Source: an optimization exercise on an open RTL-to-GDS flow (aim: small area). Production flows keep margins and buffers that such runs may drop.
At most, simulation tests tie the RTL to the original design; equivalence was not proved.
Power is estimated from default activity; no workload was simulated.

Design digital_loc, start of the top module:
module digital_loc(
    input key_a,
    input key_b,
    input key_c,
    input key_d,
    input reset,
	 input clk,
    output [6:0] postion_state,
	 output  [3:0] x,
	 output [1:0] Led2,
	 output reg [3:0] selector,
	 output reg dot,
	 output S_CLK,
	 output LR_CLK,
	 output M_CLK,
	 output reg Sin
    );
	reg [5:0] r;
	reg [4:0] q;
	wire [4:0] gm = r[4:0] + {q[3:0], 1'b0} + {q[0], 4'b0};    
	wire tick = r[0] && (gm[2:1] == 2'b11);
	wire [1:0] kk = gm[4:3];
	wire r49 = r[5] && r[4] && r[0];           
	wire second = (q == 5'd31) && r49;          
	always @(posedge clk or negedge reset)
		if (!reset) begin
			r <= 6'd4;
			q <= 5'd0;
		end else if (r49) begin
			r <= 6'd0;
			q <= q + 5'd1;
		end else
			r <= r + 6'd1;
	wire ka, kb, kc, kd;
	keyedge ea(clk, reset, tick, key_a, ka);
	keyedge eb(clk, reset, tick, key_b, kb);
	keyedge ec(clk, reset, tick, key_c, kc);
	keyedge ed(clk, reset, tick, key_d, kd);
	reg [3:0] state;
	assign x = state;
	localparam S_CLOCK = 4'd1, S_PAUSE = 4'd10;
	wire adjust = (state != S_CLOCK) && (state != S_PAUSE);
	wire condition = (state == 4'd6) || (state == 4'd7) || (state == 4'd8) || (state == 4'd9);
	always @(posedge clk or negedge reset)
		if (!reset)
			state <= S_CLOCK;
		else if (tick && (ka || kb)) begin
			case (state)
				S_CLOCK: state <= ka ? 4'd2 : S_PAUSE;
				S_PAUSE: state <= kb ? S_CLOCK : S_PAUSE;
				4'd2, 4'd3, 4'd4, 4'd5, 4'd6, 4'd7, 4'd8:
				         state <= ka ? state + 4'd1 : S_CLOCK;
				4'd9:    state <= ka ? 4'd2 : S_CLOCK;
				default: state <= 4'd15;
			endcase
		end
	reg [3:0] min2, min1, H2;
	reg [2:0] H1;
	reg [3:0] A_min2, A_H2;
	reg [2:0] A_min1;
	reg [1:0] A_H1;
	reg [5:0] sec;
	reg alarm;
	reg [3:0] O_min2, O_H2;
	reg [2:0] O_min1;
	reg [1:0] O_H1;
	assign Led2 = {alarm, alarm};
	function [3:0] step;
		input [3:0] v;
		input [3:0] top;
		input down;
		begin
			if (down)
				step = (v == 4'd0) ? top : v - 4'd1;
			else
				step = (v == top) ? 4'd0 : v + 4'd1;
		end
	endfunction
  ...
For scale: roughly 580 cells after synthesis, about 28 I/O pins.
clock: 10.0 ns
lec_check: 0
cap_margin: 20
core_margin: 2
core_utilization: 80
place_density: 0.85
slew_margin: 20
standard.sh (not shown) runs the stock make flow with config.mk's settings and CLKGATE_MAP_FILE= SYNTH_SCRIPT=/design/flow/synth_recipe.tcl, a recipe that flattens the netlist after the stock synthesis.
==> flow/flow/run.sh <==
#!/bin/bash
# Own flow: the standard synthesis, its combinational logic re-mapped with a deeper ABC script
# (registers untouched), then the standard ORFS layout with lighter clock tree and port buffers.
set -euo pipefail
W=$PWD
R=$W/orfs/results/$FLOW_PLATFORM/digital_loc/base
bash standard.sh synth > $W/std_synth.log 2>&1
cp $R/1_2_yosys.v $W/1_2_yosys_standard.v
if python3 $W/flow/resynth.py $W/1_2_yosys_standard.v $W/1_2_yosys_resynth.v $W > $W/resynth.log 2>&1; then
  cp $W/1_2_yosys_resynth.v $R/1_2_yosys.v
  rm -f $R/1_synth.odb $R/1_synth.sdc
else
  echo "resynthesis failed, keeping the standard netlist" >> $W/resynth.log
fi
export BUFFER_PORTS_ARGS="-buffer_cell sky130_fd_sc_hd__buf_1"
export CTS_ARGS="-sink_clustering_enable -repair_clock_nets -dont_use_dummy_load -buf_list sky130_fd_sc_hd__clkbuf_8 -root_buf sky130_fd_sc_hd__clkbuf_8 -sink_clustering_size 90 -sink_clustering_max_diameter 500"
bash standard.sh finish > $W/std_finish.log 2>&1
Other scripts of this flow, unchanged in this note and not shown: flow/flow/resynth.py, flow/flow/resynth.ys.in
Edit:
--- a/flow/config.mk
+++ b/flow/config.mk
@@ -8,5 +8,4 @@
 export CAP_MARGIN = 20
 export CORE_MARGIN = 2
-export CORE_UTILIZATION = 80
-export PLACE_DENSITY = 0.85
+export CORE_UTILIZATION = 40
 export SLEW_MARGIN = 20
Final area rises by 1.8%. Setup slack gets worse by 0.30 ns. Combinational power barely changes. Die area rose by 94%. Routed wire length decreases by 3.0%. Sequential share of layout area fell by 0.72 points. Non-clock buffer count does not change. Worst hold slack got worse by 0.017 ns. Critical path depth is lower by 1.
Edit:
--- a/flow/config.mk
+++ b/flow/config.mk
@@ -8,4 +8,4 @@
 export CAP_MARGIN = 20
 export CORE_MARGIN = 2
-export CORE_UTILIZATION = 40
+export CORE_UTILIZATION = 65
 export SLEW_MARGIN = 20
What happened: The new run finished with timing, DRC and antenna clean. Combinational power grows by about 1%. Setup slack is better by 0.41 ns. Via count grows by 4.6%. Synthesized area stays the same. Clock power hardly moves. Cell area shrinks by about 1.5%. Non-clock buffer count stays the same. Core utilization grows by 27 points. Sequential cell count is unchanged. Clock-buffer cell count is unchanged. Total power stays flat.

The RTL this note starts from:
==> flow/design.v <==
`timescale 1ns / 1ps
module keyedge(
	input clk,
	input rst,
	input en,
	input in,
	output z
	);
	reg [2:0] s;
	assign z = (s == 3'd4) || (s == 3'd6);
	always @(posedge clk or negedge rst)
		if (!rst)
			s <= 3'd0;
		else if (en) begin
			if (in)
				s <= (s == 3'd5) ? 3'd5 : (s == 3'd6) ? 3'd1 : s + 3'd1;
			else
				s <= (s == 3'd3) ? 3'd6 : 3'd0;
		end
endmodule
module digital_loc(
    input key_a,
    input key_b,
    input key_c,
    input key_d,
    input reset,
	 input clk,
    output [6:0] postion_state,
	 output  [3:0] x,
	 output [1:0] Led2,
	 output reg [3:0] selector,
	 output reg dot,
	 output S_CLK,
	 output LR_CLK,
	 output M_CLK,
	 output reg Sin
    );
	reg [5:0] r;
	reg [4:0] q;
	wire [4:0] gm = r[4:0] + {q[3:0], 1'b0} + {q[0], 4'b0};    
	wire tick = (gm[2:0] == 3'b111);
	wire [1:0] kk = gm[4:3];
	wire second = tick && (q == 5'd31) && (r == 6'd49);
	always @(posedge clk or negedge reset)
		if (!reset) begin
			r <= 6'd4;
			q <= 5'd0;
		end else if (r == 6'd49) begin
			r <= 6'd0;
			q <= q + 5'd1;
		end else
			r <= r + 6'd1;
	wire ka, kb, kc, kd;
	keyedge ea(clk, reset, tick, key_a, ka);
	keyedge eb(clk, reset, tick, key_b, kb);
	keyedge ec(clk, reset, tick, key_c, kc);
	keyedge ed(clk, reset, tick, key_d, kd);
	reg [3:0] state;
	assign x = state;
	localparam S_CLOCK = 4'd1, S_PAUSE = 4'd10;
	wire adjust = (state != S_CLOCK) && (state != S_PAUSE);
	wire condition = (state == 4'd6) || (state == 4'd7) || (state == 4'd8) || (state == 4'd9);
	always @(posedge clk or negedge reset)
		if (!reset)
			state <= S_CLOCK;
		else if (tick && (ka || kb)) begin
			case (state)
				S_CLOCK: state <= ka ? 4'd2 : S_PAUSE;
				S_PAUSE: state <= kb ? S_CLOCK : S_PAUSE;
				4'd2, 4'd3, 4'd4, 4'd5, 4'd6, 4'd7, 4'd8:
				         state <= ka ? state + 4'd1 : S_CLOCK;
				4'd9:    state <= ka ? 4'd2 : S_CLOCK;
				default: state <= 4'd15;
			endcase
		end
	reg [3:0] min2, min1, H2;
	reg [2:0] H1;
	reg [3:0] A_min2, A_H2;
	reg [2:0] A_min1;
	reg [1:0] A_H1;
	reg [5:0] sec;
	reg alarm;
	reg [14:0] old;
	assign Led2 = {alarm, alarm};
	function [3:0] step;
		input [3:0] v;
		input [3:0] top;
		input down;
		begin
			if (down)
				step = (v == 4'd0) ? top : v - 4'd1;
			else
				step = (v == top) ? 4'd0 : v + 4'd1;
		end
	endfunction
	wire edit = kc || kd;
	wire down = kd;
	reg [3:0] ev, etop;
	always @(*) begin
		case (state)
			4'd2: ev = min2;
			4'd3: ev = min1;
			4'd4: ev = H2;
			4'd5: ev = {1'b0, H1};
			4'd6: ev = A_min2;
			4'd7: ev = {1'b0, A_min1};
			4'd8: ev = A_H2;
			default: ev = {2'b0, A_H1};
		endcase
		case (state[1:0])
			2'd3: etop = 4'd5;
			2'd1: etop = 4'd2;
			default: etop = 4'd9;
		endcase
	end
	wire [3:0] es = step(ev, etop, down);
	always @(posedge clk or negedge reset)
		if (!reset) begin
			min2 <= 0; min1 <= 0; H1 <= 0; H2 <= 0; sec <= 0;
			A_min2 <= 0; A_min1 <= 0; A_H1 <= 0; A_H2 <= 0;
			alarm <= 0; dot <= 0; old <= 0;
		end else if (tick) begin
			if (second) begin
				dot <= !dot;
				if (state == S_PAUSE)
					dot <= 0;
				else if (alarm) begin
					alarm <= 0; sec <= 6'd1;
					{H1, H2, min1, min2} <= old;
				end else begin
					if (sec == 6'd59) begin
						sec <= 0;
						if (min2 == 4'd9) begin
							min2 <= 0;
							if (min1 == 4'd5) begin
								min1 <= 0;
								if (H1 == 3'd2 && H2 == 4'd3) begin
									H1 <= 0; H2 <= 0;
								end else if (H2 == 4'd9) begin
									H2 <= 0; H1 <= H1 + 3'd1;
								end else
									H2 <= H2 + 4'd1;
							end else
								min1 <= min1 + 4'd1;
						end else
							min2 <= min2 + 4'd1;
					end else
						sec <= sec + 6'd1;
					if (H1 == {1'b0, A_H1} && H2 == A_H2 && min1 == {1'b0, A_min1} &&
					    min2 == A_min2 && sec == 6'd0) begin
						alarm <= 1;
						old <= {H1, H2, min1, min2};
						min2 <= 4'd15; min1 <= 4'd15; H2 <= 4'd15; H1 <= 3'd7;
					end
				end
			end
			if (adjust) begin
				dot <= 0;
				min2 <= min2; min1 <= min1; H1 <= H1; H2 <= H2;
				if (edit)
					case (state)
						4'd2: min2 <= es;
						4'd3: min1 <= es;
						4'd4: H2 <= es;
						4'd5: H1 <= es[2:0];
						4'd6: A_min2 <= es;
						4'd7: A_min1 <= es[2:0];
						4'd8: A_H2 <= es;
						4'd9: A_H1 <= es[1:0];
						default: ;
					endcase
			end
		end
	reg [3:0] v;
	always @(*) begin
		case ({condition, kk})
			3'b000: v = min2;
			3'b001: v = min1;
			3'b010: v = H2;
			3'b011: v = {1'b0, H1};
			3'b100: v = A_min2;
			3'b101: v = {1'b0, A_min1};
			3'b110: v = A_H2;
			default: v = {2'b0, A_H1};
		endcase
		case (kk)
			2'd0: selector = 4'b1110;
			2'd1: selector = 4'b1101;
			2'd2: selector = 4'b1011;
			default: selector = 4'b0111;
		endcase
	end
	reg [6:0] seg;
	always @(*) begin
		case (v)
			4'd0: seg = 7'b0000001;
			4'd1: seg = 7'b1001111;
			4'd2: seg = 7'b0010010;
			4'd3: seg = 7'b0000110;
			4'd4: seg = 7'b1001100;
			4'd5: seg = 7'b0100100;
			4'd6: seg = 7'b0100000;
			4'd7: seg = 7'b0001111;
			4'd8: seg = 7'b0000000;
			4'd9: seg = 7'b0000100;
			4'd10: seg = (kk == 2'd0) ? 7'b0001000 : (kk == 2'd1) ? 7'b1110000 : 7'b0010000;
			4'd15: seg = (kk == 2'd0) ? 7'b1101010 : (kk == 2'd1) ? 7'b0001000 : 7'b1110001;
			default: seg = 7'b1111111;
		endcase
		if (kk == 2'd3)
			case (v[2:0])
				3'd3: seg = 7'b0100100;
				3'd4, 3'd5, 3'd6: seg = 7'b1111111;
				3'd7: seg = 7'b0001000;
				default: ;
			endcase
	end
	assign postion_state = seg;
	reg [2:0] mi;
	reg mo;
	assign M_CLK = mo;
	assign S_CLK = alarm && (r >= 6'd25);
	assign LR_CLK = alarm && q[4];
	wire [15:0] data = 16'b1101101101101110;
	always @(posedge clk or negedge reset)
		if (!reset) begin
			mi <= 0; mo <= 0; Sin <= 0;
		end else if (!alarm) begin
			mi <= 0; mo <= 0; Sin <= 0;
		end else begin
			if (mi == 3'd5) begin
				mi <= 0; mo <= !mo;
			end else
				mi <= mi + 3'd1;
			if (r == 6'd24)
				Sin <= data[q[3:0]];
		end
endmodule
clock: 10.0 ns
lec_check: 0
abc_area: 1
cap_margin: 20
core_margin: 2
core_utilization: 40
cts_buf_list: sky130_fd_sc_hd__clkbuf_8
cts_cluster_diameter: 100
cts_cluster_size: 30
slew_margin: 20
run.sh (not shown) runs the stock make flow with config.mk's settings and CLKGATE_MAP_FILE= SYNTH_SCRIPT=/design/flow/synth_recipe.tcl, a recipe that flattens the netlist after the stock synthesis.
Stock flow here: none of the scripts above is used.
Next try:
Settings changed: ABC_AREA 1 to unset, CTS_BUF_LIST sky130_fd_sc_hd__clkbuf_8 to unset, CTS_CLUSTER_DIAMETER 100 to unset, CTS_CLUSTER_SIZE 30 to unset.
Result: Hold slack gains 0.0080 ns; sequential share of layout area increases by 0.22 points; count of clock-buffer cells in the layout rises by 2; sequential power goes up by 6.8%; setup slack loses 0.13 ns; total power rises by 13%; core utilization is lower by 0.16 points.
No run of this note included a check of the RTL's function; only the layout flow was run.

static timing again, ports no longer ideal:
No port has a modelled driver above. Below, the same layouts with a new extraction and two added sets of constraints.
Step 1 assumes that a clkbuf_16 drives the clock port and a buf_2 every other input.
Step 2 adds t to the input delays and takes it off the output delays; t is the mean of the earliest and latest rising clock arrival at the registers after step 1. Input paths then give back, and output paths get back, about the clock's delay inside the block.
Slacks: ideal / step 1 / step 2; pairs: ideal / step 1.
| run | shift t [ns] | setup slack, ns | worst hold slack (ns) |
|---|---|---|---|
| the first run of note 1 | 0.382 | 2.931 / 2.901 / 3.283 | 0.463 / 0.463 / 0.463 |
| the second run of note 1 | 0.388 | 2.630 / 2.596 / 2.984 | 0.446 / 0.446 / 0.446 |
| the third run of note 1 | 0.378 | 3.038 / 3.007 / 3.385 | 0.455 / 0.455 / 0.455 |
| the first run of note 2 | 0.418 | 3.415 / 3.378 / 3.797 | 0.478 / 0.478 / 0.478 |
| the second run of note 2 | 0.389 | 3.283 / 3.244 / 3.633 | 0.486 / 0.486 / 0.486 |
After both steps every run listed still meets setup and hold.
